Background: an optimization exercise with open tools, aiming at small area, a short achievable clock period and few clock cycles per item. Do not read the settings as production practice.
Function was not checked in any run shown here: the RTL went through the layout flow alone.
Power is estimated from default activity; no workload was simulated.

==> flow/design.v <==
module rf_read_port(ra, we, wa, wd, rall, rd);
    input [4:0] ra;
    input we;
    input [4:0] wa;
    input [7:0] wd;
    input [255:0] rall;
    output [7:0] rd;
    wire byp, nbyp;
    wire [3:0] nlo;
    wire [7:0] nhi;
    rf_bypass BYP(.ra(ra), .we(we), .wa(wa), .byp(byp), .nbyp(nbyp));
    rf_predecode PDEC(.ra(ra), .nlo(nlo), .nhi(nhi));
    wire [31:0] s;
    assign s[0] = 1'b0;
    genvar i, b;
    generate
        for (i = 1; i < 32; i = i + 1) begin : g_sel
            rf_nor2 SEL(.a(nlo[i % 4]), .b(nhi[i / 4]), .y(s[i]));
        end
        for (b = 0; b < 8; b = b + 1) begin : g_bit
            wire [10:0] g;
            wire [2:0] p;
            wire t, nwd;
            for (i = 0; i < 10; i = i + 1) begin : g_aoi
                rf_a222oi AOI(.a1(s[3*i+1]), .a2(rall[8*(3*i+1)+b]),
                              .b1(s[3*i+2]), .b2(rall[8*(3*i+2)+b]),
                              .c1(s[3*i+3]), .c2(rall[8*(3*i+3)+b]), .y(g[i]));
            end
            rf_nand2 AOI1(.a(s[31]), .b(rall[8*31+b]), .y(g[10]));
            rf_nand4 N0(.a(g[0]), .b(g[1]), .c(g[2]), .d(g[3]), .y(p[0]));
            rf_nand4 N1(.a(g[4]), .b(g[5]), .c(g[6]), .d(g[7]), .y(p[1]));
            rf_nand3 N2(.a(g[8]), .b(g[9]), .c(g[10]), .y(p[2]));
            rf_nor3 T(.a(p[0]), .b(p[1]), .c(p[2]), .y(t));
            rf_inv IW(.a(wd[b]), .y(nwd));
            rf_o22ai O(.a1(t), .a2(byp), .b1(nbyp), .b2(nwd), .y(rd[b]));
        end
    endgenerate
endmodule
module rf_bypass(ra, we, wa, byp, nbyp);
    input [4:0] ra, wa;
    input we;
    output byp, nbyp;
    assign byp = we & (ra == wa);
    assign nbyp = ~byp;
endmodule
module rf_predecode(ra, nlo, nhi);
    input [4:0] ra;
    output [3:0] nlo;
    output [7:0] nhi;
    genvar j;
    generate
        for (j = 0; j < 4; j = j + 1) begin : g_lo
            assign nlo[j] = ~(ra[1:0] == j);
        end
        for (j = 0; j < 8; j = j + 1) begin : g_hi
            assign nhi[j] = ~(ra[4:2] == j);
        end
    endgenerate
endmodule
module rf_nor3(a, b, c, y);
    input a, b, c;
    output y;
    assign y = ~(a | b | c);
endmodule
module rf_a222oi(a1, a2, b1, b2, c1, c2, y);
    input a1, a2, b1, b2, c1, c2;
    output y;
    assign y = ~((a1 & a2) | (b1 & b2) | (c1 & c2));
endmodule
module rf_o22ai(a1, a2, b1, b2, y);
    input a1, a2, b1, b2;
    output y;
    assign y = ~((a1 | a2) & (b1 | b2));
endmodule
module rf_nor2(a, b, y);
    input a, b;
    output y;
    assign y = ~(a | b);
endmodule
module rf_nand2(a, b, y);
    input a, b;
    output y;
    assign y = ~(a & b);
endmodule
module rf_inv(a, y);
    input a;
    output y;
    assign y = ~a;
endmodule
module rf_nand4(a, b, c, d, y);
    input a, b, c, d;
    output y;
    assign y = ~(a & b & c & d);
endmodule
module rf_nand3(a, b, c, y);
    input a, b, c;
    output y;
    assign y = ~(a & b & c);
endmodule
module processor(clk, rst, max_pc, imem_addr, imem_data, dmem_addr, dmem_data, done, out);
    input clk, rst;
    input [7:0] max_pc;
    output [7:0] imem_addr;
    input [31:0] imem_data;
    output [3:0] dmem_addr;
    input [7:0] dmem_data;
    output reg done;
    output [7:0] out;
    reg       e_valid;           
    reg       e_beq, e_bne;      
    reg       e_eql, e_eqh;      
    reg [7:0] e_tgt;             
    reg [7:0] e_seq;             
    reg [7:0] e_a, e_b;          
    reg [4:0] e_wa;              
    reg       e_jal, e_slt, e_lw;
    wire [7:0] npc, npc_out;
    next_pc NPOL(.eql(e_eql), .eqh(e_eqh), .beq(e_beq), .bne(e_bne),
                 .tgt(e_tgt[3:0]), .seq(e_seq[3:0]), .npc(npc_out[3:0]));
    next_pc NPOH(.eql(e_eql), .eqh(e_eqh), .beq(e_beq), .bne(e_bne),
                 .tgt(e_tgt[7:4]), .seq(e_seq[7:4]), .npc(npc_out[7:4]));
    next_pc NPIL(.eql(e_eql), .eqh(e_eqh), .beq(e_beq), .bne(e_bne),
                 .tgt(e_tgt[3:0]), .seq(e_seq[3:0]), .npc(npc[3:0]));
    next_pc NPIH(.eql(e_eql), .eqh(e_eqh), .beq(e_beq), .bne(e_bne),
                 .tgt(e_tgt[7:4]), .seq(e_seq[7:4]), .npc(npc[7:4]));
    wire [7:0] sum   = e_a + e_b;
    wire       lt    = $signed(e_a) < $signed(e_b);
    wire [7:0] wd    = e_lw  ? dmem_data :
                       e_jal ? e_tgt :
                       e_slt ? {7'd0, lt} : sum;
    wire       finish = e_valid & (npc >= max_pc);
    assign imem_addr = npc_out;
    addr4 DADDR(.a(e_a[3:0]), .b(e_b[3:0]), .s(dmem_addr));
    reg [7:0] rf [1:31];
    wire [255:0] rall;
    wire [7:0] wd_m = rst ? 8'd0 : wd;
    assign rall[7:0] = 8'd0;
    genvar i;
    generate
        for (i = 1; i < 32; i = i + 1) begin : g_rf
            always @(posedge clk)
                if (rst || e_wa == i)
                    rf[i] <= wd_m;
            assign rall[8 * i +: 8] = rf[i];
        end
    endgenerate
    assign out = rf[4];
    wire [4:0] f_rs = imem_data[25:21];
    wire [4:0] f_rt = imem_data[20:16];
    wire       e_we = (e_wa != 5'd0);
    wire [7:0] f_a, f_b;     
    rf_read_port RPA(.ra(f_rs), .we(e_we), .wa(e_wa), .wd(wd), .rall(rall), .rd(f_a));
    rf_read_port RPB(.ra(f_rt), .we(e_we), .wa(e_wa), .wd(wd), .rall(rall), .rd(f_b));
    wire [5:0] f_op = imem_data[31:26];
    wire [5:0] f_fn = imem_data[5:0];
    wire [7:0] f_imm = imem_data[7:0];
    wire f_rtype = (f_op == 6'b000000);
    wire f_slt   = f_rtype && f_fn == 6'b101010;
    wire f_addu  = f_rtype && f_fn == 6'b100001;
    wire f_jr    = f_rtype && f_fn == 6'b001000;
    wire f_jal   = (f_op == 6'b000011);
    wire f_addiu = (f_op == 6'b001001);
    wire f_beq   = (f_op == 6'b000100);
    wire f_bne   = (f_op == 6'b000101);
    wire f_lw    = (f_op == 6'b100011);
    wire [4:0] f_wa = (f_slt | f_addu)  ? imem_data[15:11] :
                      (f_addiu | f_lw)  ? f_rt :
                      f_jal             ? 5'd31 : 5'd0;
    wire [7:0] f_seq = f_jal ? f_imm : f_jr ? f_a : npc + 8'd1;
    wire go = ~rst & ~done & ~finish;
    always @(posedge clk) begin
        e_tgt  <= npc + (f_jal ? 8'd4 : f_imm);
        e_a    <= f_a;
        e_b    <= (f_addiu | f_lw) ? f_imm : f_b;
        e_slt  <= f_slt;
        e_lw   <= f_lw;
        e_jal  <= f_jal;
        e_eql  <= (f_a[3:0] == f_b[3:0]);
        e_eqh  <= (f_a[7:4] == f_b[7:4]);
        if (rst) begin
            e_valid <= 1'b0;
            e_wa    <= 5'd0;
            e_beq   <= 1'b0;
            e_bne   <= 1'b0;
            e_seq   <= 8'd0;
            done    <= 1'b0;
        end else begin
            e_valid <= go;
            e_wa    <= go ? f_wa : 5'd0;
            e_beq   <= f_beq;
            e_bne   <= f_bne;
            e_seq   <= f_seq;
            if (finish) done <= 1'b1;
        end
    end
endmodule
module next_pc(eql, eqh, beq, bne, tgt, seq, npc);
    input eql, eqh, beq, bne;
    input [3:0] tgt, seq;
    output [3:0] npc;
    wire eq = eql & eqh;
    wire taken = (beq & eq) | (bne & ~eq);
    assign npc = taken ? tgt : seq;
endmodule
module addr4(a, b, s);
    input [3:0] a, b;
    output [3:0] s;
    assign s = a + b;
endmodule
==> flow/flow/run.sh <==
#!/bin/bash
# The standard layout, with strong buffers on the ports (in place of the
# delay cells buffer_ports picks by default) and cell sizing in repair not
# held to the original cell's footprint.
set -euo pipefail
export BUFFER_PORTS_ARGS="-buffer_cell sky130_fd_sc_hd__buf_4"
bash standard.sh MATCH_CELL_FOOTPRINT=0 finish > standard.log 2>&1
==> flow/standard.sh <==
#!/bin/bash
# synth_recipe.tcl (not shown) runs the flow's synth.tcl, then flattens the netlist and writes it again
# the make line also repeats each setting of config.mk as NAME=value (left out here)
make -C /OpenROAD-flow-scripts/flow DESIGN_CONFIG=/design/flow/config.mk WORK_HOME=/design/flow/orfs CLKGATE_MAP_FILE= SYNTH_SCRIPT=/design/flow/synth_recipe.tcl "${@:-finish}"
==> flow/config.mk <==
export PLATFORM = sky130hd
export DESIGN_NAME = processor
export DESIGN_NICKNAME = processor
export VERILOG_FILES = /design/flow/design.v
export SDC_FILE = /design/flow/constraint.sdc
export NUM_CORES = 4
export LEC_CHECK = 0
export CAP_MARGIN = 20
export CORE_MARGIN = 2
export CORE_UTILIZATION = 40
export PLACE_DENSITY = 0.6
export SETUP_SLACK_MARGIN = 3.2
export SLEW_MARGIN = 20
export SYNTH_HIERARCHICAL = 1
export SYNTH_MINIMUM_KEEP_SIZE = 0
==> flow/constraint.sdc <==
create_clock -name core_clock -period 6.0 [get_ports {clk}]
set_input_delay 1.2000 -clock core_clock [delete_from_list [all_inputs] [get_ports {clk}]]
set_output_delay 1.2000 -clock core_clock [all_outputs]
set_load 0.01 [all_outputs]
==> out/qor.yml, run 1 <==
global_routing:
  antenna_found_initial: 0
  grt_pass1_vias: 10400
  grtUsageTotal_pct: 23.6
  grt_max_degree: 52
  grt_first_pass_wirelength_um: 64400
  grt-ovfl-total: 0
clocking:
  cts_tree: "yes"
  cts_sinks: 294
  cts_hold_buf: 0
  cts.htree.levels: 1
  cts_buffers: 31
  path_clk_slew_ps: 70
  cts.path.max_buffers: 3
  clkLatencyLatePin_ps: 570
  cts-root-buf: "clkbuf_16"
detailed_routing:
  top_layer_used: "met4"
  met2_wirelength_um: 21100
  drt_pass1_iterations: 10
  wire_per_inst_um: 26.1
  vias_per_cell: 6.35
  routed_wl_um: 44000
  drtAntennaViolNets: 0
  wl_met3_um: 3870
  met1_length_um: 17600
  vias: 10700
  drt_iter0_drc: 1739
  drc: 0
synthesis:
  yosys_warnings: 8
  syn_nets: 1157
  synth_cells: 1070
  syn_avg_cell_area_um2: 13.1
  synth_area_um2: 14000
die:
  die_area_um2: 36600
  die_h_um: 191
  row_count: 68
  start_util_pct: 40.6
  die_w_um: 191
  pin_count: 71
  core_area_um2: 34500
critical_path:
  r2r_start: "e_a[0]"
  max_stage_delay_ps: 470
  critPathLaunch: "imem_data[25]"
  critPathKind: "in -> reg"
  cp.required_ps: 6460
  end_kind: "flop"
  path_cells: "buf_12, nand3b_1, buf_4, nor2_4, a222oi_1, nand4_1, nor3_2, o22ai_2, xor2_1, nor4_2"
  cp_slowest_cell: "a222oi_1"
  r2r_slack_ps: 3240
  crit_fanout: 8
  worstSetupStartpointType: "primary input"
  crit_arrival_ps: 3570
sta:
  finalSetupTns_ps: 0
  fin_crit_sh_pct: 51.8
  setup_viol: 0
  whs_ps: 600
  tightest_slew_ps: 1040
  slew_headroom_pct: 30.5
  hold_viol_final: 0
  final_max_slew_viol_count: 0
  rsz0062_at_grt: "true"
  clock-skew-final_ps: 14.1
  fmax_mhz: 321
  period_minus_slack_ps: 3110
placed_design:
  dp_hpwl_um: 31100
  numPlacedInstances: 1580
  port-buffer-count: 67
  gp_congestion: 0.856
finish:
  drive_gt1_share_pct: 29.2
  antenna_cells: 0
  syn_to_final_growth_pct: 25.5
  final_util_pct: 50.9
  nNetsFinal: 1297
  fin_cells: 1688
min_path:
  hold_class: "reg -> reg"
  hp-start: "e_valid"
status:
  status: "timing/DRC/antenna clean"
run:
  drv_cap: 0
pwr:
  ir_drop_mv: 0.222
  leakage_nw: 6.42
  pwr_density_cell_nw_per_um2: 374
## timing repair
| action | in CTS | in global routing |
|---|---|---|
| resized for setup | 75 | 52 |
| buffers inserted | 33 | 18 |
| endpoints found under the hold margin | 0 | 0 |
| setup endpoints to repair | 63 | 86 |
| gates cloned | 0 | 1 |
| pin swaps | 98 | 46 |
## metal layers
metal | global-route usage [%] | up-vias
met2 | 39.4 | 595
li1 | - | 4787
met1 | 31.1 | 5255
met4 | 8.08 | 0
met5 | 0 | -
met3 | 3.98 | 83
## where the power goes
group | internal [W] | leakage (nW) | total, W | switching [W]
clock | 0.00112 | 0.502 | 0.00192 | 0.000797
combinational | 0.000588 | 3.01 | 0.00147 | 0.000886
sequential | 0.00291 | 2.91 | 0.00319 | 0.000284
## state kept, by name (all words and copies together), names as in the netlist
name,flops
e_beq,1
e_slt,1
e_eqh,1
e_wa,5
e_valid,1
e_seq,8
e_bne,1
e_jal,1
done,1
rf,248
e_b,8
e_eql,1
e_tgt,8
e_lw,1
e_a,8
## per-stage QoR
stage | total power [W] | area [um^2] | worst slack [ps]
2_1_floorplan | 0.00386 | 14500 | 2990
3_3_place_gp | 0.00439 | 15500 | 2180
3_5_place_dp | 0.00444 | 15500 | 2110
4_1_cts | 0.00651 | 17200 | 2980
5_1_grt | 0.00685 | 17600 | 2880
6_report | 0.00658 | 17600 | 2890
## worst max-delay path: cells and delay by family
kind / cells / cell delay (ps)
xor gates and xnor gates: 1 / 220
and+or+nand+nor: 5 / 1210
AOI/OAI and AO/OA: 2 / 670
buffers and inverters: 2 / 250
## placed cells by master (no fill, tap or decap), drive strengths merged, types with 7 or more instances in the layout
| cell | instances |
|---|---|
| a21o | 14 |
| a21oi | 27 |
| a222oi | 160 |
| and3 | 7 |
| buf | 127 |
| clkbuf | 35 |
| clkinv | 13 |
| dfxtp | 46 |
| edfxtp | 248 |
| ha | 34 |
| inv | 54 |
| mux2 | 16 |
| nand2 | 71 |
| nand2b | 15 |
| nand3 | 29 |
| nand3b | 13 |
| nand4 | 34 |
| nor2 | 88 |
| nor2b | 9 |
| nor3 | 24 |
| o21ai | 9 |
| o21bai | 18 |
| o22ai | 17 |
| xnor2 | 10 |
| xor2 | 24 |
## worst paths after layout
kind / cells past startpoint / endpoint
setup / recovery: 10 / e_eqh
hold / removal: 2 / done
setup reg to reg: 12 / e_eqh
hold reg to reg: 2 / done
## cell type report
| class | instances | area, um^2 |
|---|---|---|
| flip-flops and latches | 294 | 8390 |
| well taps | 455 | 569 |
| multi-input cells | 705 | 6170 |
| clock inverters | 22 | 226 |
| repair buffers | 128 | 1260 |
| fillers | 2963 | 16900 |
| clock buffers | 34 | 787 |
| inverters | 50 | 188 |
==> inputs of run 2 (changes only) <==
--- a/flow/design.v
+++ b/flow/design.v
@@ -130,7 +130,7 @@
                        e_slt ? {7'd0, lt} : sum;
     wire       finish = e_valid & (npc >= max_pc);
     assign imem_addr = npc_out;
-    addr4 DADDR(.a(e_a[3:0]), .b(e_b[3:0]), .s(dmem_addr));
+    assign dmem_addr = sum[3:0];
     reg [7:0] rf [1:31];
     wire [255:0] rall;
     wire [7:0] wd_m = rst ? 8'd0 : wd;
@@ -202,8 +202,3 @@
     wire taken = (beq & eq) | (bne & ~eq);
     assign npc = taken ? tgt : seq;
 endmodule
-module addr4(a, b, s);
-    input [3:0] a, b;
-    output [3:0] s;
-    assign s = a + b;
-endmodule
==> out/qor.yml, run 2 <==
status:
  status: "timing/DRC/antenna clean"
critical_path:
  cp.required_ps: 4800  # -1660 ps
  crit_arrival_ps: 2000  # -1570 ps
  r2r_slack_ps: 3050  # -190 ps
  timing.rr.end: "e_eqh"
  critPathLaunch: "e_b[1]"
  worstSetupStartpointType: "flop"
  end_kind: "primary output"
  crit_fanout: 3  # -5
  ff2ff_path_depth: 9  # -3
  cp-endpoint: "dmem_addr[3]"
  r2r_start: "e_lw"
  critPathKind: "reg -> out"
die:
  die_area_um2: 36300  # -0.61%
  start_util_pct: 40.4  # -0.15 points
  core_area_um2: 34500  # -0.25%
  row_count: 68  # unchanged
  die_w_um: 191  # -0.31%
  pin_count: 71  # unchanged
  die_h_um: 191  # -0.31%
detailed_routing:
  drc: 0  # unchanged
  vias_per_cell: 6.56  # +3.3%
  wire_per_inst_um: 27.3  # +4.5%
  routed_wl_um: 46600  # +5.9%
  drt_iter0_drc: 1806  # +3.9%
  vias: 11200  # +4.7%
  drtAntennaViolNets: 0  # unchanged
  drt_pass1_iterations: 12  # +2
clocking:
  path_clk_slew_ps: 60  # about the same
  cts.htree.levels: 1  # unchanged
  clkLatencyLatePin_ps: 580  # about the same
  cts.path.max_buffers: 3  # unchanged
  cts-root-buf: "clkbuf_16"
  cts_sinks: 294  # unchanged
  cts_buffers: 31  # unchanged
  cts_tree: "yes"
synthesis:
  yosys_warnings: 8  # unchanged
  synth_cells: 1062  # -0.75%
  syn_nets: 1145  # -1.0%
  syn_avg_cell_area_um2: 13.1  # +0.12%
  synth_area_um2: 13900  # -0.62%
sta:
  fmax_mhz: 312  # -2.9%
  whs_ps: 625  # +24.9 ps
  finalSetupTns_ps: 0  # unchanged
  setup_viol: 0  # unchanged
  tightest_slew_ps: 806  # -234 ps
  slew_headroom_pct: 45.9  # +15 points
  final_max_slew_viol_count: 0  # unchanged
  clock-skew-final_ps: 15.6  # +1.51 ps
  period_minus_slack_ps: 3200  # +93.6 ps
  rsz0062_at_grt: "true"
  fin_crit_sh_pct: 53.4  # +1.6 points
  hold_viol_final: 0  # unchanged
global_routing:
  grt-ovfl-total: 0  # unchanged
  busiest_layer: "met2"
  use_met1_pct: 33.2  # +2.1 points
  grtUsageTotal_pct: 25.0  # +1.3 points
  antenna_found_initial: 0  # unchanged
  met3_usage_pct: 4.32  # +0.34 points
  grt_pass1_vias: 10800  # +3.1%
  grt_first_pass_wirelength_um: 67100  # +4.2%
  grtUsageMet2_pct: 41.2  # +1.7 points
  grt_max_degree: 38  # -27%
min_path:
  hp-start: "e_valid"
  hold_class: "reg -> reg"
finish:
  nNetsFinal: 1313  # +1.2%
  final_cell_mix: "edfxtp_1, a222oi_1, buf_4"
  layout_commonest_cell: "edfxtp_1"
  drive_gt1_share_pct: 31.0  # +1.8 points
  antenna_cells: 0  # unchanged
  syn_to_final_growth_pct: 27.5
  max_flop_register: "rf"
  largest_reg_flops: 248  # unchanged
  design_area_um2: 17800  # +0.95%
run:
  drv_cap: 0  # unchanged
pwr:
  leakage_nw: 6.47  # +0.65%
  pwr_density_cell_nw_per_um2: 390  # +4.4%
  ir_drop_mv: 0.244  # +9.8%
placed_design:
  gp_congestion: 0.984  # +15%
  port-buffer-count: 67  # unchanged
  dp_hpwl_um: 31500  # +1.2%
  dpl-instance-area_um2: 15400  # -0.44%
==> run 2: final cells by class <==
type / count / area [um^2]
clock buffer: 32 / 779
sequential: 294 / 8380
tap: 455 / 569
multi-input combinational: 703 / 6120
fill: 2930 / 16700
timing repair buffer: 154 / 1450
clock inverter: 26 / 288
inverter: 46 / 176
==> run 2: per-stage QoR <==
step                      std cells  util [%]  total power, W  setup slack, ps
after global routing           1710      51.5         0.00719             2750
after floorplan                1062         -         0.00400             3030
final                          1710      51.5         0.00694             2800
after global placement         1579      44.8         0.00459             2170
after detailed placement       1579      44.8         0.00464             2150
after CTS                      1688      50.1         0.00681             2800
==> run 2: worst min path at each step <==
stage	endpoint	slack (ps)	depth (start not counted)
final	done	620	3
after floorplan	done	580	3
after detailed placement	done	590	3
after global routing	done	660	3
after CTS	done	610	3
after global placement	done	580	3
==> run 2: report_power, final <==
part	leakage, nW	switching, W	internal (W)
Sequential	2.91	0.000308	0.00299
Combinational	3.03	0.00101	0.000613
Clock	0.518	0.000814	0.00120
==> run 2: what timing repair did <==
action / CTS / global route
hold buffers: 0 / 0
hold endpoints to repair: 0 / 0
pin swaps: 101 / 87
setup endpoints to repair: 299 / 130
cloned: 2 / 1
resized for setup: 78 / 63
setup buffers: 49 / 21
==> run 2: worst max-delay path: stages, from the launching register on <==
cell     delay (ps)
dfxtp_2         320
inv_1            60
ha_4            260
nor2b_1          60
o21ba_2         210
or3_4           340
nand2_2          90
buf_6           100
==> run 2: routing by layer <==
| metal | vias to the layer above | routed length (um) |
|---|---|---|
| li1 | 4820 | - |
| met1 | 5528 | 18000 |
| met2 | 747 | 21700 |
| met3 | 124 | 5070 |
| met4 | 0 | 1850 |
| met5 | - | 0 |
==> inputs of run 3 (changes only) <==
--- a/flow/config.mk
+++ b/flow/config.mk
@@ -9,7 +9,7 @@
 export CORE_MARGIN = 2
 export CORE_UTILIZATION = 40
 export PLACE_DENSITY = 0.6
-export SETUP_SLACK_MARGIN = 3.2
+export SETUP_SLACK_MARGIN = 3.5
 export SLEW_MARGIN = 20
 export SYNTH_HIERARCHICAL = 1
 export SYNTH_MINIMUM_KEEP_SIZE = 0
==> out/qor.yml, run 3 <==
status:
  status: "timing/DRC/antenna clean"
pwr:
  pwr_density_cell_nw_per_um2: 381  # -2.4%
  ir_drop_mv: 0.297  # +22%
  leakage_nw: 6.62  # +2.4%
  power_w: 0.00692  # -0.23%
clocking:
  clkLatencyLatePin_ps: 580  # about the same
  cts.htree.levels: 1  # unchanged
  cts-root-buf: "clkbuf_16"
  path_clk_slew_ps: 60  # about the same
  cts_tree: "yes"
  cts_sinks: 294  # unchanged
  cts.path.max_buffers: 3  # unchanged
  cts_buffers: 31  # unchanged
synthesis:
  yosys_warnings: 8  # unchanged
  syn_nets: 1145  # unchanged
  synth_area_um2: 13900  # unchanged
  synth_cells: 1062  # unchanged
  syn_avg_cell_area_um2: 13.1  # unchanged
detailed_routing:
  wire_per_inst_um: 27.3  # about the same
  drtAntennaViolNets: 0  # unchanged
  routed_wl_um: 47200  # +1.3%
  drt_iter0_drc: 2060  # +14%
  drc: 0  # unchanged
  vias_per_cell: 6.58  # +0.26%
  vias: 11400  # +1.6%
  drt_pass1_iterations: 10  # -2
global_routing:
  antenna_found_initial: 0  # unchanged
  grt-ovfl-total: 0  # unchanged
  grtUsageTotal_pct: 25.2  # +0.25 points
  grt_max_degree: 32  # -16%
  grt_first_pass_wirelength_um: 68200  # +1.6%
  grt_pass1_vias: 10800  # +0.084%
sta:
  clock-skew-final_ps: 21.7  # +6.11 ps
  fin_crit_sh_pct: 53.0  # -0.39 points
  whs_ps: 600  # -25.2 ps
  fmax_mhz: 314  # +0.73%
  hold_viol_final: 0  # unchanged
  rsz0062_at_grt: "true"
  finalSetupTns_ps: 0  # unchanged
  final_max_slew_viol_count: 0  # unchanged
  slew_headroom_pct: 53.4  # +7.5 points
  tightest_slew_ps: 699  # -107 ps
  setup_viol: 0  # unchanged
  period_minus_slack_ps: 3180  # -23.3 ps
  fin_ws_ps: 2820  # +23.3 ps
die:
  die_area_um2: 36300  # unchanged
  die_w_um: 191  # unchanged
  row_count: 68  # unchanged
  die_h_um: 191  # unchanged
  start_util_pct: 40.4  # unchanged
  core_area_um2: 34500  # unchanged
  pin_count: 71  # unchanged
finish:
  max_flop_register: "rf"
  drive_gt1_share_pct: 34.4  # +3.4 points
  layout_commonest_cell: "edfxtp_1"
  final_cell_mix: "edfxtp_1, a222oi_1, buf_4"
  regArea_um2: 8380  # about the same
  nNetsFinal: 1336  # +1.8%
  final_util_pct: 52.7  # +1.2 points
  num-fill-cells: 2809  # -4.1%
  antenna_cells: 0  # unchanged
  multi_input_area_um2: 6370  # +4.1%
  largest_reg_flops: 248  # unchanged
  syn_to_final_growth_pct: 30.3
critical_path:
  max_stage_delay_ps: 340  # about the same
  timing.rr.end: "e_eqh"
  r2r_start: "e_b[0]"
  end_kind: "primary output"
  cp.required_ps: 4800  # about the same
  path_cells: "inv_2, ha_4, nor2b_4, o21ba_4, or3_4, nand2_2, buf_6"
  cp_slowest_cell: "dfxtp_2"
  critPathKind: "reg -> out"
  crit_fanout: 2  # -1
  ff2ff_path_depth: 10  # +1
  worstSetupStartpointType: "flop"
  r2r_slack_ps: 3310  # +260 ps
  crit_arrival_ps: 1980  # -20 ps
min_path:
  hold_class: "reg -> reg"
  worstHoldPathCells: 3  # unchanged
  hold_end: "done"
  hp-start: "e_valid"
placed_design:
  port-buffer-count: 67  # unchanged
  gp_congestion: 1.02  # +3.7%
  dp_slack_ps: 2280  # +127 ps
  dp_hpwl_um: 31300  # -0.55%
run:
  drv_cap: 0  # unchanged
==> run 3: routing by layer <==
layer | vias to the layer above | GRT usage [%] | share of wire (%) | wire length [um]
met1 | 5617 | 34.3 | 40 | 18700
li1 | 4876 | - | - | -
met3 | 133 | 3.18 | 9.1 | 4300
met5 | - | 0 | 0 | 0
met2 | 774 | 40.8 | 46 | 21800
met4 | 0 | 10.6 | 5.2 | 2470
==> run 3: power breakdown <==
group	internal (W)	total, W	switching [W]
logic	0.000690	0.00174	0.00105
registers	0.00299	0.00330	0.000312
clock network	0.00109	0.00188	0.000791
==> run 3: worst max-delay path by stage <==
stage | start | endpoint | slack (ps) | depth (start not counted)
floorplan | imem_data[28] | e_tgt[7] | 3050 | 11
global placement | rst | rf[12][1] | 2330 | 3
detailed placement | rst | rf[12][1] | 2280 | 3
CTS | e_b[1] | dmem_addr[3] | 2820 | 7
global route | e_b[1] | dmem_addr[3] | 2760 | 7
finish | e_b[1] | dmem_addr[3] | 2820 | 7
==> run 3: timing repair <==
action	CTS	global route
gates resized for setup	142	54
pin swaps	94	75
setup buffers	69	22
cloned	5	2
hold buffers	0	0
setup endpoints to repair	423	210
==> run 3: critical path, delay by kind of cell, from the launching register on <==
family | cells | cell delay, ps
AO/OA/AOI/OAI | 1 | 190
adder cells (fa/ha/maj) | 1 | 280
buffers and inverters | 2 | 140
flip-flops | 1 | 340
AND/OR/NAND/NOR | 3 | 450
==> run 3: area by class of cell <==
| cell class | instances | area share [%] |
|---|---|---|
| flip-flops and latches | 294 | 46.2 |
| multi-input cells | 706 | 35.1 |
| repair buffers | 173 | 9.18 |
| clock buffers | 43 | 4.57 |
| well taps | 455 | 3.13 |
| inverters | 46 | 0.985 |
| clock inverters | 15 | 0.834 |
| repair inverters | 1 | 0.0413 |
==> run 3: stage by stage <==
step                      instances  instance area [um^2]
final                          1733                 18200
after global routing           1733                 18200
after CTS                      1709                 17700
after detailed placement       1577                 15500
after global placement         1577                 15500
after floorplan                1062                 14500
==> inputs of run 4 (changes only) <==
--- a/flow/design.v
+++ b/flow/design.v
@@ -1,11 +1,13 @@
-module rf_read_port(ra, we, wa, wd, rall, rd);
+module rf_read_port(ra, we, wa, wd, rall, rd, rdn_raw, byp);
     input [4:0] ra;
     input we;
     input [4:0] wa;
     input [7:0] wd;
     input [255:0] rall;
     output [7:0] rd;
-    wire byp, nbyp;
+    output [7:0] rdn_raw;        
+    output byp;                  
+    wire nbyp;
     wire [3:0] nlo;
     wire [7:0] nhi;
     rf_bypass BYP(.ra(ra), .we(we), .wa(wa), .byp(byp), .nbyp(nbyp));
@@ -33,6 +35,7 @@
             rf_nor3 T(.a(p[0]), .b(p[1]), .c(p[2]), .y(t));
             rf_inv IW(.a(wd[b]), .y(nwd));
             rf_o22ai O(.a1(t), .a2(byp), .b1(nbyp), .b2(nwd), .y(rd[b]));
+            assign rdn_raw[b] = t;
         end
     endgenerate
 endmodule
@@ -114,14 +117,10 @@
     reg [7:0] e_a, e_b;          
     reg [4:0] e_wa;              
     reg       e_jal, e_slt, e_lw;
-    wire [7:0] npc, npc_out;
-    next_pc NPOL(.eql(e_eql), .eqh(e_eqh), .beq(e_beq), .bne(e_bne),
-                 .tgt(e_tgt[3:0]), .seq(e_seq[3:0]), .npc(npc_out[3:0]));
-    next_pc NPOH(.eql(e_eql), .eqh(e_eqh), .beq(e_beq), .bne(e_bne),
-                 .tgt(e_tgt[7:4]), .seq(e_seq[7:4]), .npc(npc_out[7:4]));
-    next_pc NPIL(.eql(e_eql), .eqh(e_eqh), .beq(e_beq), .bne(e_bne),
+    wire [7:0] npc;              
+    next_pc NPCL(.eql(e_eql), .eqh(e_eqh), .beq(e_beq), .bne(e_bne),
                  .tgt(e_tgt[3:0]), .seq(e_seq[3:0]), .npc(npc[3:0]));
-    next_pc NPIH(.eql(e_eql), .eqh(e_eqh), .beq(e_beq), .bne(e_bne),
+    next_pc NPCH(.eql(e_eql), .eqh(e_eqh), .beq(e_beq), .bne(e_bne),
                  .tgt(e_tgt[7:4]), .seq(e_seq[7:4]), .npc(npc[7:4]));
     wire [7:0] sum   = e_a + e_b;
     wire       lt    = $signed(e_a) < $signed(e_b);
@@ -129,7 +128,7 @@
                        e_jal ? e_tgt :
                        e_slt ? {7'd0, lt} : sum;
     wire       finish = e_valid & (npc >= max_pc);
-    assign imem_addr = npc_out;
+    assign imem_addr = npc;
     assign dmem_addr = sum[3:0];
     reg [7:0] rf [1:31];
     wire [255:0] rall;
@@ -149,8 +148,17 @@
     wire [4:0] f_rt = imem_data[20:16];
     wire       e_we = (e_wa != 5'd0);
     wire [7:0] f_a, f_b;     
-    rf_read_port RPA(.ra(f_rs), .we(e_we), .wa(e_wa), .wd(wd), .rall(rall), .rd(f_a));
-    rf_read_port RPB(.ra(f_rt), .we(e_we), .wa(e_wa), .wd(wd), .rall(rall), .rd(f_b));
+    wire [7:0] f_an, f_bn;   
+    wire       f_ba, f_bb;   
+    rf_read_port RPA(.ra(f_rs), .we(e_we), .wa(e_wa), .wd(wd), .rall(rall), .rd(f_a),
+                     .rdn_raw(f_an), .byp(f_ba));
+    rf_read_port RPB(.ra(f_rt), .we(e_we), .wa(e_wa), .wd(wd), .rall(rall), .rd(f_b),
+                     .rdn_raw(f_bn), .byp(f_bb));
+    wire [7:0] x_ab = f_an ^ f_bn;       
+    wire [7:0] x_wb = ~(wd ^ f_bn);      
+    wire [7:0] x_aw = ~(wd ^ f_an);      
+    wire f_eql = f_ba ? (f_bb | ~|x_wb[3:0]) : (f_bb ? ~|x_aw[3:0] : ~|x_ab[3:0]);
+    wire f_eqh = f_ba ? (f_bb | ~|x_wb[7:4]) : (f_bb ? ~|x_aw[7:4] : ~|x_ab[7:4]);
     wire [5:0] f_op = imem_data[31:26];
     wire [5:0] f_fn = imem_data[5:0];
     wire [7:0] f_imm = imem_data[7:0];
@@ -175,8 +183,8 @@
         e_slt  <= f_slt;
         e_lw   <= f_lw;
         e_jal  <= f_jal;
-        e_eql  <= (f_a[3:0] == f_b[3:0]);
-        e_eqh  <= (f_a[7:4] == f_b[7:4]);
+        e_eql  <= f_eql;
+        e_eqh  <= f_eqh;
         if (rst) begin
             e_valid <= 1'b0;
             e_wa    <= 5'd0;
--- a/flow/config.mk
+++ b/flow/config.mk
@@ -9,7 +9,7 @@
 export CORE_MARGIN = 2
 export CORE_UTILIZATION = 40
 export PLACE_DENSITY = 0.6
-export SETUP_SLACK_MARGIN = 3.5
+export SETUP_SLACK_MARGIN = 3.2
 export SLEW_MARGIN = 20
 export SYNTH_HIERARCHICAL = 1
 export SYNTH_MINIMUM_KEEP_SIZE = 0
==> out/qor.yml, run 4 <==
sta:
  final_max_slew_viol_count: 0  # unchanged
  fin_crit_sh_pct: 57.8  # +4.8 points
  tightest_slew_ps: 996  # +297 ps
  fmax_mhz: 288  # -8.3%
  rsz0062_at_grt: "true"
  hold_viol_final: 0  # unchanged
  setup_viol: 0  # unchanged
  slew_headroom_pct: 33.4  # -20 points
  clock-skew-final_ps: 14.0  # -7.77 ps
  period_minus_slack_ps: 3470  # +288 ps
  finalSetupTns_ps: 0  # unchanged
synthesis:
  synth_cells: 1136  # +7.0%
  syn_avg_cell_area_um2: 12.6  # -4.0%
  syn_nets: 1219  # +6.5%
  yosys_warnings: 8  # unchanged
  synth_area_um2: 14300  # +2.7%
die:
  die_h_um: 193  # +1.3%
  pin_count: 71  # unchanged
  start_util_pct: 40.4  # about the same
  die_area_um2: 37300  # +2.6%
  core_area_um2: 35400  # +2.7%
  die_w_um: 193  # +1.3%
  row_count: 69  # +1.5%
pwr:
  pwr_density_cell_nw_per_um2: 406  # +6.5%
  ir_drop_mv: 0.291  # -2.2%
  leakage_nw: 6.75  # +1.9%
finish:
  nNetsFinal: 1382  # +3.4%
  multi_input_area_um2: 6440  # +1.1%
  largest_reg_flops: 248  # unchanged
  regArea_um2: 8380  # -0.10%
  max_flop_register: "rf"
  final_util_pct: 51.9  # -0.81 points
  layout_commonest_cell: "edfxtp_1"
  num-fill-cells: 2995  # +6.6%
  syn_to_final_growth_pct: 28.4
  drive_gt1_share_pct: 31.3  # -3.1 points
  final_cell_mix: "edfxtp_1, a222oi_1, buf_4"
critical_path:
  cp.required_ps: 6530  # +1730 ps
  end_kind: "flop"
  critPathKind: "in -> reg"
  crit_fanout: 8  # +6
  path_cells: "buf_12, or3b_4, buf_4, nor2_4, a222oi_1, nand4_1, nor3_4, buf_12, xnor2_1, a221o_1, a221o_1, o41ai_2, and4_1"
  ff2ff_path_depth: 8  # -2
  crit_arrival_ps: 4000  # +2020 ps
  worstSetupStartpointType: "primary input"
  max_stage_delay_ps: 360  # +20 ps
  cp_slowest_cell: "a222oi_1"
detailed_routing:
  vias_per_cell: 6.44  # -2.1%
  met2_wirelength_um: 22000  # +0.91%
  drtAntennaViolNets: 0  # unchanged
  vias: 11500  # +0.82%
  wire_per_inst_um: 26.2  # -3.9%
  routed_wl_um: 46800  # -1.0%
  drc: 0  # unchanged
  drt_pass1_iterations: 8  # -2
  met1_length_um: 18600  # -0.71%
  top_layer_used: "met4"
  drt_iter0_drc: 2043  # -0.83%
  wl_met3_um: 3910  # -9.1%
clocking:
  clkLatencyLatePin_ps: 590  # about the same
  cts.htree.levels: 1  # unchanged
  cts_buffers: 31  # unchanged
  path_clk_slew_ps: 70  # about the same
  cts.path.max_buffers: 3  # unchanged
  cts_sinks: 294  # unchanged
  cts-root-buf: "clkbuf_16"
  cts_tree: "yes"
global_routing:
  grt_first_pass_wirelength_um: 66300  # -2.8%
  grt_max_degree: 54  # +69%
  grt_pass1_vias: 10800  # +0.16%
  grt-ovfl-total: 0  # unchanged
  grtUsageTotal_pct: 24.0  # -1.2 points
  antenna_found_initial: 0  # unchanged
min_path:
  hold_class: "reg -> reg"
  worstHoldPathCells: 4  # +1
placed_design:
  port-buffer-count: 67  # unchanged
  dp_hpwl_um: 31900  # +1.9%
  gp_congestion: 0.975  # -4.5%
status:
  status: "timing/DRC/antenna clean"
run:
  drv_cap: 0  # unchanged
[run 4: report_power, final]
group	internal, W	switching [W]	total [W]
logic	0.000877	0.00123	0.00211
clock network	0.00117	0.000850	0.00202
registers	0.00301	0.000315	0.00332
[run 4: layout make-up]
cell class	instances	share of cell area, %
Antenna cell	1	0.0136
Clock buffer	33	4.26
Clock inverter	24	1.55
Inverter	52	1.06
Multi-Input combinational cell	746	35.1
Sequential cell	294	45.6
Tap cell	461	3.14
Timing Repair Buffer	174	9.30
[run 4: final timing paths]
kind / startpoint / endpoint / slack, ps
worst max-delay path: imem_data[23] / e_eqh / 2530
worst min-delay path: e_valid / done / 620
worst max register to register: e_wa[0] / e_seq[3] / 3080
worst min register to register: e_valid / done / 620
[run 4: through the flow]
step / worst slack, ps / cell area [um^2] / instances / total power [W] / hold slack, ps
6_report: 2530 / 18400 / 1785 / 0.00745 / 618
3_3_place_gp: 1600 / 15600 / 1629 / 0.00489 / 612
2_1_floorplan: 2470 / 14700 / 1136 / 0.00432 / 566
3_5_place_dp: 1590 / 15600 / 1629 / 0.00493 / 604
5_1_grt: 2500 / 18400 / 1784 / 0.00772 / 698
4_1_cts: 2540 / 17500 / 1733 / 0.00718 / 620
[run 4: metal layers]
layer  GRT usage [%]  up-vias
li1                -     5045
met1            32.1     5666
met2            39.2      644
met3            2.91      139
met4            11.3        0
met5               0        -
[run 4: critical path: cells and delay by family]
| kind | cells | cell delay (ps) |
|---|---|---|
| XOR/XNOR | 1 | 60 |
| buffers and inverters | 3 | 400 |
| AO/OA/AOI/OAI | 4 | 1200 |
| AND/OR/NAND/NOR | 5 | 1130 |
[run 4: what timing repair did]
item / in CTS / in global routing
resized for setup: 96 / 84
setup buffers: 46 / 46
cloned: 1 / 4
endpoints found under the hold margin: 0 / 0
hold buffers: 0 / 0
endpoints found under the setup margin: 198 / 170
pin swaps: 81 / 100
==> inputs of run 5 (changes only) <==
--- a/flow/config.mk
+++ b/flow/config.mk
@@ -9,7 +9,7 @@
 export CORE_MARGIN = 2
 export CORE_UTILIZATION = 40
 export PLACE_DENSITY = 0.6
-export SETUP_SLACK_MARGIN = 3.2
+export SETUP_SLACK_MARGIN = 3.5
 export SLEW_MARGIN = 20
 export SYNTH_HIERARCHICAL = 1
 export SYNTH_MINIMUM_KEEP_SIZE = 0
==> out/qor.yml, run 5 <==
sta:
  fin_crit_sh_pct: 59.1  # +1.3 points
  rsz0062_at_grt: "true"
  whs_ps: 636  # +18.2 ps
  hold_viol_final: 0  # unchanged
  tightest_slew_ps: 1000  # +3.51 ps
  final_max_slew_viol_count: 0  # unchanged
  finalSetupTns_ps: 0  # unchanged
  fin_ws_ps: 2450  # -77.9 ps
  slew_headroom_pct: 33.3  # -0.097 points
  period_minus_slack_ps: 3550  # +77.9 ps
  setup_viol: 0  # unchanged
  clock-skew-final_ps: 23.3  # +9.34 ps
  fmax_mhz: 282  # -2.2%
pwr:
  pwr_density_cell_nw_per_um2: 417  # +2.9%
  switching_share_pct: 32.6  # +0.43 points
  pwr-share-comb_pct: 31.1  # +2.8 points
  leakage_nw: 6.72  # -0.41%
  p_sw_w: 0.00249  # +4.1%
  sequentialPowerShare_pct: 43.4  # -1.2 points
  ir_drop_mv: 0.372  # +28%
  clkPwrFrac_pct: 25.5  # -1.6 points
  power.internal_w: 0.00516  # +2.0%
detailed_routing:
  wire_per_inst_um: 26.3  # +0.52%
  vias_per_cell: 6.53  # +1.3%
  drc: 0  # unchanged
  drt_iter0_drc: 1853  # -9.3%
  drtAntennaViolNets: 0  # unchanged
  routed_wl_um: 46800  # +0.13%
  vias: 11600  # +0.95%
  drt_pass1_iterations: 11  # +3
synthesis:
  synth_cells: 1136  # unchanged
  syn_avg_cell_area_um2: 12.6  # unchanged
  synth_area_um2: 14300  # unchanged
  syn_nets: 1219  # unchanged
  yosys_warnings: 8  # unchanged
placed_design:
  gp_congestion: 1.03  # +6.2%
  dp_hpwl_um: 31300  # -1.8%
  port-buffer-count: 67  # unchanged
  dp_slack_ps: 1610  # +21.1 ps
  numPlacedInstances: 1624  # -0.31%
clocking:
  cts_hold_buf: 0  # unchanged
  cts-root-buf: "clkbuf_16"
  cts.path.max_buffers: 3  # unchanged
  cts_buffers: 31  # unchanged
  cts_tree: "yes"
  cts_sinks: 294  # unchanged
  clkLatencyLatePin_ps: 600  # about the same
  path_clk_slew_ps: 60  # about the same
  cts.htree.levels: 1  # unchanged
global_routing:
  antenna_found_initial: 1  # +1
  grtUsageTotal_pct: 24.7  # +0.66 points
  use_met1_pct: 32.8  # +0.67 points
  grtUsageMet2_pct: 41.1  # +1.9 points
  grt-ovfl-total: 0  # unchanged
  grt_pass1_vias: 11000  # +1.8%
  met3_usage_pct: 3.64  # +0.72 points
  grt_max_degree: 60  # +11%
  busiest_layer: "met2"
  grt_first_pass_wirelength_um: 68000  # +2.6%
critical_path:
  crit_arrival_ps: 4060  # +60 ps
  cp.required_ps: 6520  # about the same
  worstSetupStartpointType: "primary input"
  crit_fanout: 8  # unchanged
  end_kind: "flop"
  critPathKind: "in -> reg"
finish:
  fin_cells: 1778  # -0.39%
  num-fill-cells: 2983  # -0.40%
  final_util_pct: 51.8  # -0.088 points
  regArea_um2: 8380  # about the same
  multi_input_area_um2: 6570  # +2.0%
  largest_reg_flops: 248  # unchanged
  max_flop_register: "rf"
  final_cell_mix: "edfxtp_1, a222oi_1, buf_4"
  layout_commonest_cell: "edfxtp_1"
  antenna_cells: 0  # -1
  nNetsFinal: 1376  # -0.43%
  syn_to_final_growth_pct: 28.2
  drive_gt1_share_pct: 31.1  # -0.16 points
die:
  die_w_um: 193  # unchanged
  start_util_pct: 40.4  # unchanged
  pin_count: 71  # unchanged
  core_area_um2: 35400  # unchanged
  die_h_um: 193  # unchanged
  row_count: 69  # unchanged
  die_area_um2: 37300  # unchanged
min_path:
  hold_class: "reg -> reg"
run:
  drv_cap: 0  # unchanged
status:
  status: "timing/DRC/antenna clean"
==> run 5: cell count changes in the layout (fill, tap and decap cells not counted), moves of 6 or more <==
cell / previous run / this run
buf_4: 127 / 109
buf_6: 23 / 34
ha_1: 26 / 20
inv_6: 6 / 0
==> run 5: final cells by class <==
type | instances | area share (%)
Clock buffer | 37 | 4.59
Clock inverter | 20 | 1.12
Inverter | 52 | 1.06
Multi-Input combinational cell | 752 | 35.8
Sequential cell | 294 | 45.7
Tap cell | 461 | 3.15
Timing Repair Buffer | 162 | 8.54
==> run 5: power groups by stage <==
| stage | Combinational, W | Sequential (W) | Clock (W) |
|---|---|---|---|
| global placement | 0.00156 | 0.00332 | 0 |
| detailed placement | 0.00159 | 0.00335 | 0 |
| floorplan | 0.00112 | 0.00323 | 0 |
| global route | 0.00251 | 0.00338 | 0.00205 |
| CTS | 0.00216 | 0.00331 | 0.00196 |
| finish | 0.00238 | 0.00332 | 0.00195 |
==> run 5: routing by layer <==
metal  vias up  routed length [um]
li1       5047                   -
met1      5722               18100
met2       712               22000
met3       120                4740
met4         2                2030
met5         -                  13
==> run 5: what timing repair did <==
| item | CTS | global route |
|---|---|---|
| pin swaps | 98 | 39 |
| setup buffers | 69 | 22 |
| endpoints found under the setup margin | 269 | 251 |
| gates resized for setup | 145 | 40 |
| gates cloned | 6 | 0 |
==> run 5: critical path, cell delays in order <==
cell      delay, ps
buf_8           120
nand2b_4        250
nor2_4           90
a222oi_1        520
nand4_1         300
nor3_4          260
buf_6           160
xnor2_1          60
a221o_1         320
a221o_1         320
o41ai_1         210
and4_1          230
==> run 5: worst paths after layout <==
kind | start | endpoint | slack, ps | depth (start not counted)
worst min register to register | e_valid | done | 640 | 4
worst max register to register | rf[13][7] | e_eqh | 3120 | 9
worst max-delay path | imem_data[22] | e_eqh | 2450 | 12
worst min-delay path | e_valid | done | 640 | 4
==> run 5: stage by stage <==
stage               cell area, um^2  total power, W
floorplan                     14800         0.00435
global placement              15600         0.00488
detailed placement            15600         0.00494
CTS                           18000         0.00743
global route                  18300         0.00794
finish                        18300         0.00765

## re-timing with driven ports
Ports are ideal in the flow. The routed layouts listed here were re-timed in OpenROAD. Step 1 sets driving cells, clkbuf_16 on the clock port and buf_2 on the other inputs (assumed; they add their load-dependent delay and slew). Step 2 also shifts input and output timing later by t, the mid clock arrival at the registers, as if the neighbouring blocks saw the same clock. Slacks: ideal ports / drivers / drivers and shift; pairs: ideal ports / drivers.
| run | t (ns) | slack for setup (ns) | worst setup path after step 2 |
|---|---|---|---|
| run 1 | 0.613 | 2.890 / 2.837 / 2.224 | input to register |
| run 2 | 0.620 | 2.796 / 2.746 / 2.156 | input to register |
| run 3 | 0.619 | 2.819 / 2.769 / 2.289 | input to register |
| run 4 | 0.635 | 2.532 / 2.485 / 1.850 | input to register |
| run 5 | 0.633 | 2.454 / 2.450 / 1.817 | input to register |
After both steps setup and hold are still met in every run listed. The setup slack of run 4, which loses most, moves by -0.047 ns with the drivers and by -0.682 ns with both steps.
